This design comes from an exercise in tuning for small area, a short achievable clock period and few clock cycles on the open sky130 flow, not from production work. In this exercise RTL edits were held to simulation tests only and were not proved equivalent to the original. Power is estimated from default activity; no workload was simulated.

[design/flow/design.v]
module registers (
	input				axi_clk,
	input		[11:0]	h2f_axi_awid,
	input		[29:0]	h2f_axi_awaddr,
	input				h2f_axi_awvalid,
	output	reg			h2f_axi_awready,
	input		[31:0]	h2f_axi_wdata,
	input		[3:0]	h2f_axi_wstrb,
	input				h2f_axi_wlast,
	input				h2f_axi_wvalid,
	output	reg			h2f_axi_wready,
	output		[11:0]	h2f_axi_bid,
	output		[1:0]	h2f_axi_bresp,
	output	reg			h2f_axi_bvalid,
	input				h2f_axi_bready,
	input		[11:0]	h2f_axi_arid,
	input		[29:0]	h2f_axi_araddr,
	input		[3:0]	h2f_axi_arlen,
	input				h2f_axi_arvalid,
	output	reg			h2f_axi_arready,
	output		[11:0]	h2f_axi_rid,
	output	reg	[31:0]	h2f_axi_rdata,
	output		[1:0]	h2f_axi_rresp,
	output	reg			h2f_axi_rlast,
	output	reg			h2f_axi_rvalid,
	input				h2f_axi_rready,
	input		[31:0]	reg_fpga_rev,
	input				reg_sw1_4,
	input				reg_sw1_3,
	input				reg_sw1_2,
	input				reg_sw1_1,
	output	reg			reg_jp3_4,
	output	reg			reg_jp3_3,
	output	reg			reg_jp3_2,
	output	reg			reg_jp3_1,
	output	reg			reg_led_8,
	output	reg			reg_led_7,
	output	reg			reg_led_6,
	input				reg_led_5,
	output	reg	[20:1]	reg_jp5,
	output	reg	[6:1]	reg_jp4_rxn,
	output	reg	[6:1]	reg_jp4_rxp,
	output	reg	[6:1]	reg_jp4_txn,
	output	reg	[6:1]	reg_jp4_txp,
	input				axi_rst
);
	assign h2f_axi_bresp = 2'b00;
	assign h2f_axi_rresp = 2'b00;
	reg		[11:0]	oid;
	assign h2f_axi_bid = oid;
	assign h2f_axi_rid = oid;
	reg				dir;		 
	reg				wact;		 
	reg				wbuf;		 
	reg				wb_last;
	reg				bpend;		 
	reg				eng;		 
	reg				eng_new;	 
	reg		[4:0]	addr;		 
	reg		[3:0]	aux;		 
	reg		[11:0]	xid;		 
	wire aw_hs = h2f_axi_awvalid & h2f_axi_awready;
	wire w_hs  = h2f_axi_wvalid  & h2f_axi_wready;
	wire ar_hs = h2f_axi_arvalid & h2f_axi_arready;
	wire b_hs  = h2f_axi_bvalid  & h2f_axi_bready;
	wire r_hs  = h2f_axi_rvalid  & h2f_axi_rready;
	wire [4:0] base = (wact | eng) ? addr : (dir ? h2f_axi_araddr[6:2] : h2f_axi_awaddr[6:2]);
	wire fire_w = w_hs & (wact | aw_hs);		 
	wire fire_b = wbuf & aw_hs;					 
	wire fire   = fire_w | fire_b;
	wire lone_w = w_hs & ~wact & ~aw_hs;		 
	wire blast  = wbuf ? wb_last : h2f_axi_wlast;
	wire [3:0]  wstb = wbuf ? aux : h2f_axi_wstrb;
	wire [31:0] wdat = wbuf ? h2f_axi_rdata : h2f_axi_wdata;
	wire bgen   = fire & blast;
	wire [11:0] bgen_id = aw_hs ? h2f_axi_awid : xid;
	wire ob_free = ~h2f_axi_bvalid | h2f_axi_bready;
	wire wact_n  = (wact | aw_hs) & ~(fire & blast);
	wire wbuf_n  = (wbuf & ~aw_hs) | lone_w;
	wire bpend_n = (bpend & ~ob_free) | (bgen & ~ob_free);
	wire bvalid_n = (bgen | bpend) | (h2f_axi_bvalid & ~h2f_axi_bready);
	wire out_free = ~h2f_axi_rvalid | h2f_axi_rready;
	wire rload    = (ar_hs | eng) & out_free;		 
	wire [3:0] rrem = eng ? aux : h2f_axi_arlen;
	wire rfirst   = ar_hs | eng_new;
	wire eng_n    = rload ? (rrem != 4'd0) : (eng | ar_hs);
	wire eng_new_n = ~rload & (eng_new | ar_hs);
	wire rvalid_n = rload | (h2f_axi_rvalid & ~h2f_axi_rready);
	reg [31:0] word;
	always @(*) begin
		case (base)
			5'd0: word = reg_fpga_rev;
			5'd1: word = {12'b0, reg_sw1_4, reg_sw1_3, reg_sw1_2, reg_sw1_1, 4'b0,
			              reg_jp3_4, reg_jp3_3, reg_jp3_2, reg_jp3_1, 4'b0,
			              reg_led_8, reg_led_7, reg_led_6, reg_led_5};
			5'd2: word = {12'b0, reg_jp5};
			5'd3: word = {2'b0, reg_jp4_rxn, 2'b0, reg_jp4_rxp, 2'b0, reg_jp4_txn, 2'b0, reg_jp4_txp};
			default: word = 32'b0;
		endcase
	end
	wire wbusy_n = wact_n | wbuf_n | bpend_n | bvalid_n;
	wire rbusy_n = rvalid_n | eng_n;
	wire wbusy   = wact | wbuf | bpend | h2f_axi_bvalid;
	wire rbusy   = h2f_axi_rvalid | eng;
	wire dir_n   = wbusy_n ? 1'b0 :
	               rbusy_n ? 1'b1 :
	               wbusy   ? 1'b1 :
	               rbusy   ? 1'b0 :
	               dir     ? ~(h2f_axi_awvalid | h2f_axi_wvalid) :
	                         h2f_axi_arvalid;
	wire widle_n = ~wact_n & ~bpend_n & ~rbusy_n & ~dir_n;
	always @(posedge axi_clk) begin
		if (axi_rst) begin
			dir             <= 1'b0;
			wact            <= 1'b0;
			wbuf            <= 1'b0;
			bpend           <= 1'b0;
			eng             <= 1'b0;
			eng_new         <= 1'b0;
			h2f_axi_bvalid  <= 1'b0;
			h2f_axi_rvalid  <= 1'b0;
			h2f_axi_awready <= 1'b0;
			h2f_axi_wready  <= 1'b0;
			h2f_axi_arready <= 1'b0;
		end else begin
			dir             <= dir_n;
			wact            <= wact_n;
			wbuf            <= wbuf_n;
			bpend           <= bpend_n;
			eng             <= eng_n;
			eng_new         <= eng_new_n;
			h2f_axi_bvalid  <= bvalid_n;
			h2f_axi_rvalid  <= rvalid_n;
			h2f_axi_awready <= widle_n;
			h2f_axi_wready  <= wact_n | (widle_n & ~wbuf_n);
			h2f_axi_arready <= ~eng_n & ~wbusy_n & dir_n;
		end
	end
	always @(posedge axi_clk) begin
		addr <= (fire | rload) ? base + 5'd1 : base;
		if (lone_w)
			aux <= h2f_axi_wstrb;
		else if (dir)
			aux <= rload ? rrem - 4'd1 : rrem;
		if (lone_w)
			wb_last <= h2f_axi_wlast;
		if (aw_hs | (ar_hs & ~out_free) | (bgen & ~ob_free))
			xid <= aw_hs ? h2f_axi_awid : (ar_hs ? h2f_axi_arid : bgen_id);
		if (bgen & ob_free)
			oid <= bgen_id;
		else if (bpend & ob_free)
			oid <= xid;
		else if (rload & rfirst)
			oid <= ar_hs ? h2f_axi_arid : xid;
		if (rload) begin
			h2f_axi_rdata <= word;
			h2f_axi_rlast <= (rrem == 4'd0);
		end else if (lone_w)
			h2f_axi_rdata <= h2f_axi_wdata;
	end
	wire wr1 = fire & (base == 5'd1);
	wire wr2 = fire & (base == 5'd2);
	wire wr3 = fire & (base == 5'd3);
	always @(posedge axi_clk) begin
		if (axi_rst) begin
			{reg_jp3_4, reg_jp3_3, reg_jp3_2, reg_jp3_1} <= 4'b0000;
			{reg_led_8, reg_led_7, reg_led_6} <= 3'b111;
			reg_jp5     <= {20{1'b1}};
			reg_jp4_rxn <= {6{1'b1}};
			reg_jp4_rxp <= {6{1'b1}};
			reg_jp4_txn <= {6{1'b1}};
			reg_jp4_txp <= {6{1'b1}};
		end else begin
			if (wr1 & wstb[1]) {reg_jp3_4, reg_jp3_3, reg_jp3_2, reg_jp3_1} <= wdat[11:8];
			if (wr1 & wstb[0]) {reg_led_8, reg_led_7, reg_led_6} <= wdat[3:1];
			if (wr2 & wstb[2]) reg_jp5[20:17] <= wdat[19:16];
			if (wr2 & wstb[1]) reg_jp5[16:9]  <= wdat[15:8];
			if (wr2 & wstb[0]) reg_jp5[8:1]   <= wdat[7:0];
			if (wr3 & wstb[3]) reg_jp4_rxn <= wdat[29:24];
			if (wr3 & wstb[2]) reg_jp4_rxp <= wdat[21:16];
			if (wr3 & wstb[1]) reg_jp4_txn <= wdat[13:8];
			if (wr3 & wstb[0]) reg_jp4_txp <= wdat[5:0];
		end
	end
endmodule
[design/flow/config.mk]
export PLATFORM = sky130hd
export DESIGN_NAME = registers
export DESIGN_NICKNAME = registers
export VERILOG_FILES = /design/flow/design.v
export SDC_FILE = /design/flow/constraint.sdc
export NUM_CORES = 4
export LEC_CHECK = 0
export CAP_MARGIN = 20
export CORE_AREA = 10 10 150 150
export DIE_AREA = 0 0 160 160
export PLACE_DENSITY = 0.5
export SLEW_MARGIN = 20
[design/flow/run.sh]
#!/bin/bash
# synth_recipe.tcl (not shown) runs the flow's synth.tcl, then flattens the netlist and writes it again
# the make line also repeats each setting of config.mk as NAME=value (left out here)
make -C /OpenROAD-flow-scripts/flow DESIGN_CONFIG=/design/flow/config.mk WORK_HOME=/design/flow/orfs CLKGATE_MAP_FILE= SYNTH_SCRIPT=/design/flow/synth_recipe.tcl finish
[design/flow/constraint.sdc]
create_clock -name core_clock -period 4.0 [get_ports {axi_clk}]
set_input_delay 0.8000 -clock core_clock [delete_from_list [all_inputs] [get_ports {axi_clk}]]
set_output_delay 0.8000 -clock core_clock [all_outputs]
set_load 0.01 [all_outputs]
==> metrics.md <==
| Metric | Value |
|---|---|
| Status | finished clean |
| Count of input and output buffers | 231 |
| Slew HR | 37.25% |
| Synth warn | 1 |
| Wirelength per Cell | between 20 and 25 um |
| Final ANT Viol Nets | 0 |
| Clk Tree Root Cell | clkbuf_16 |
| Clock Sinks | about 130 |
| Slew @ Worst Pin | 0.9412 ns |
| CP endpoint kind | flip-flop |
| Rows | just over 50 |
| Routability Congestion | around 0.80 |
| Kind of critical path | flip-flop to flip-flop |
| Worst Setup Start Kind | flip-flop |
| RSZ-0062 raised after global routing | no |
| Setup_tns | 0 ns |
| Routed length on met2 | approximately 11,000 um |
| DP Wirelength | around 17,000 um |
| Worst EP arrival | between 3 and 4 ns |
| Max stage delay on crit path | between 0.5 and 0.6 ns |
| Htree depth | 4 |
| CTS clock-pin slew for the worst setup and hold paths | roughly 0.060 ns |
| Worst-Skew Late Latency | about 0.41 ns |
| Initial core utilization | 33.97% |
| Vias in the first global route | between 6,000 and 7,000 |
| Total GRT Usage | between 10% and 20% |
| Final worst path period need | ~3 ns |
| WL final | between 20,000 and 25,000 um |
| Core ar. | a little under 20,000 sq um |
| Dpl cell area | slightly above 9000 sq um |
| Post-synthesis sequential area ratio | between 40% and 50% |
| CP max-delay cell | or4_1 |
| Worst vdd ir | between 0.3 and 0.4 mV |
| Number of distinct library cells after synthesis | between 50 and 60 |
| Die W | between 150 and 200 um |
| First-pass GRT wire length | 36,700 um |
| Metal-1 WL | 10,340 um |
| Ys flop type | dfxtp_1 |
| Min Hold Slack | approximately 0.52 ns |
| Syn avg cell area | between 10 and 15 sq um |
| Worst EP required | between 4 and 5 ns |
| Final hold vios | 0 |
| P&R area growth vs syn | 46.89% |
| I/O pin count | ~290 |
| Placed Cells | about 1,100 |
| Largest net degree at the start of global routing | 48 |
| Count leader, synth | nand2_1 |
| Max clock buf depth | 2 |
| GRT overflow | 0 |
| Via Count | between 5,000 and 6,000 |
| Final setup violation count | 0 |
| Top cells by count, synth | 73 x nand2_1, 67 x dfxtp_1, 62 x edfxtp_1 |
| FMAX | around 0.33 GHz |
| Slew Viols, Final | 0 |
| CP Cell Sequence | or2_1, nor2_1, a21oi_1, inv_1, ha_1, or4_1, nand4_2, buf_4, o21ai_0 |
| Fin area | 9678 sq um |
| Resize count post-CTS | 0 |
| HP Class | flip-flop to flip-flop |
| Share of layout cells above drive strength 1 | 11.01% |
| Diode count | 0 |
| Yosys reg bits | 129 |
| Nets@finish | roughly 1,000 |
| Initial DRC count | 361 |
| DR WL met3 | between 1500 and 2000 um |
| Max-Cap Viols | 0 |
| Final Cycle Share | between 70% and 80% |
| Synthesized instance count | between 600 and 700 |
| Post-CTS Setup Bufs | 0 |
| Cts bufs inserted | 17 |
| CTS tree | built |
| Synth Cell Area | 6589 sq um |
| PD cells | about 600 nW/um^2 |
| Tot Pwr | roughly 0.0057 W |
| Synth top area share | roughly 28% |
| Top cell type by total area after synthesis | edfxtp_1 |
| Post-synth EDFFs | 62 |
| Post-route DRC violation count | 0 |
| Pleak | 3.490 nW |
| Largest cells by area after synthesis | edfxtp_1 28%, dfxtp_1 20%, mux2i_1 5.8% |
| Drt pass-1 iters | 5 |
| Hold_buf cts | 0 |
| Worst Path Max Fanout | 14 |
| Post-Layout Cell Count | around 1,100 |
| FFs w/ async S/R, synth | 0% |
| Clk_skew | approximately 0.011 ns |
| Die area | between 20,000 and 30,000 sq um |
| Via density | about 5.2 |
| Antenna violations before repair | 0 |
| Die Y | about 160 um |
| Top Layer Used | met4 |
## power breakdown
part / switching (W) / internal [W]
sequential: 0.000165 / 0.00176
combinational: 0.00123 / 0.00100
clock: 0.000590 / 0.000921
## flip-flops by register name, summed over array words and instances, names as in the netlist, 4 cells and up
register / cells
aux: 4
reg_jp4_rxn: 6
reg_jp5: 20
reg_jp4_rxp: 6
oid: 12
h2f_axi_rdata: 32
reg_jp4_txp: 6
xid: 12
addr: 5
reg_jp4_txn: 6
## cell type report
type	count	area, sq um
clock buffer	23	520.5
clock inverter	9	66.31
fill	1824	9721
inverter	3	11.26
multi-input combinational	462	3032
sequential	129	3204
tap	265	331.6
timing repair buffer	255	2512
## through the flow
| step | util [%] | worst slack [ns] |
|---|---|---|
| after global routing | 49.89 | 0.7391 |
| after detailed placement | 46.87 | 0.5722 |
| final | 49.89 | 1.006 |
| after floorplan | - | 1.241 |
| after global placement | 46.87 | 0.6495 |
| after CTS | 49.89 | 0.9727 |
## critical path, delay by kind of cell, from the launching register on
kind	cells	cell delay, ns
compound gates	2	0.46
fa+ha+maj	1	0.23
buf+inv	2	0.36
flops	1	0.47
simple gates	4	1.21
## layer usage
layer / vias up / global-route usage [%]
met3: 14 / 6.221
met4: 0 / 4.549
met2: 240 / 29.53
met5: - / 0
met1: 2835 / 22.16
li1: 2853 / -
## cell families (layout without fill, tap and decap cells)
kind of cell               count (synthesis)  in the layout  synth area share [%]
AOI/OAI and AO/OA                        169            169                 18.74
xor gates and xnor gates                   7              7                0.9305
adders and majority gates                  5              5                0.9495
buffers and inverters                     69            290                 5.659
DFF                                      129            129                 48.61
muxes                                     49             49                 7.691
other                                      1              4               0.05691
and+or+nand+nor                          228            228                 17.36
## path summary, 6_finish.rpt
kind / slack, ns / from / end / cells after the start
worst max-delay path: 1.01 / wact$_SDFF_PP0_ / h2f_axi_rdata[0]$_DFFE_PP_ / 9
worst min-delay path: 0.52 / eng_new$_SDFF_PP0_ / eng_new$_SDFF_PP0_ / 2
worst max register to register: 1.01 / wact$_SDFF_PP0_ / h2f_axi_rdata[0]$_DFFE_PP_ / 9
worst min register to register: 0.52 / eng_new$_SDFF_PP0_ / eng_new$_SDFF_PP0_ / 2
## cell usage in the layout (no fill, tap or decap), drive strengths merged, types with 3 or more instances in the layout
cell type and n:
clkdlybuf4s50 230, nand2 73, dfxtp 67, edfxtp 62
nor2 58, o21ai 40, mux2i 39, nor3 28
a21oi 26, nor2b 26, buf 25, a211oi 24
clkbuf 23, nand2b 16, a22o 16, a31oi 13
a22oi 12, a221oi 12, o221a 12, mux2 10
nor4 6, inv 6, ha 5, a222oi 4
xnor2 4, and3 4, conb 4, nand4 4
clkinv 4, xor2 3, or2 3
Testbench counts, summed over its fixed seeds: cycles 12,061.

## what the ideal ports hide
In the flow no input, the clock included, has a driving cell. The finished layout below was timed again as built, in two steps. Step 1 sets driving cells, clkbuf_16 on the clock port and buf_2 on the other inputs (assumed; they add their load-dependent delay and slew). Step 2 times the ports against the registers' clock, not the clock port: input delays grow and output delays shrink by t, the midpoint of the rising clock arrivals with the driver on. Slacks: no drivers / after step 1 / after step 2; pairs: no drivers / after step 1.
shift t [ns]: 0.453
slack for setup (ns): 1.006 / 1.006 / 0.599
worst data-port slew with drivers (ns): 0.09
pins driven straight from the clock port: 1
After both steps setup and hold are still met in this run. For this run, drivers alone change the setup slack by 0.000 ns; drivers and shift together by -0.407 ns.
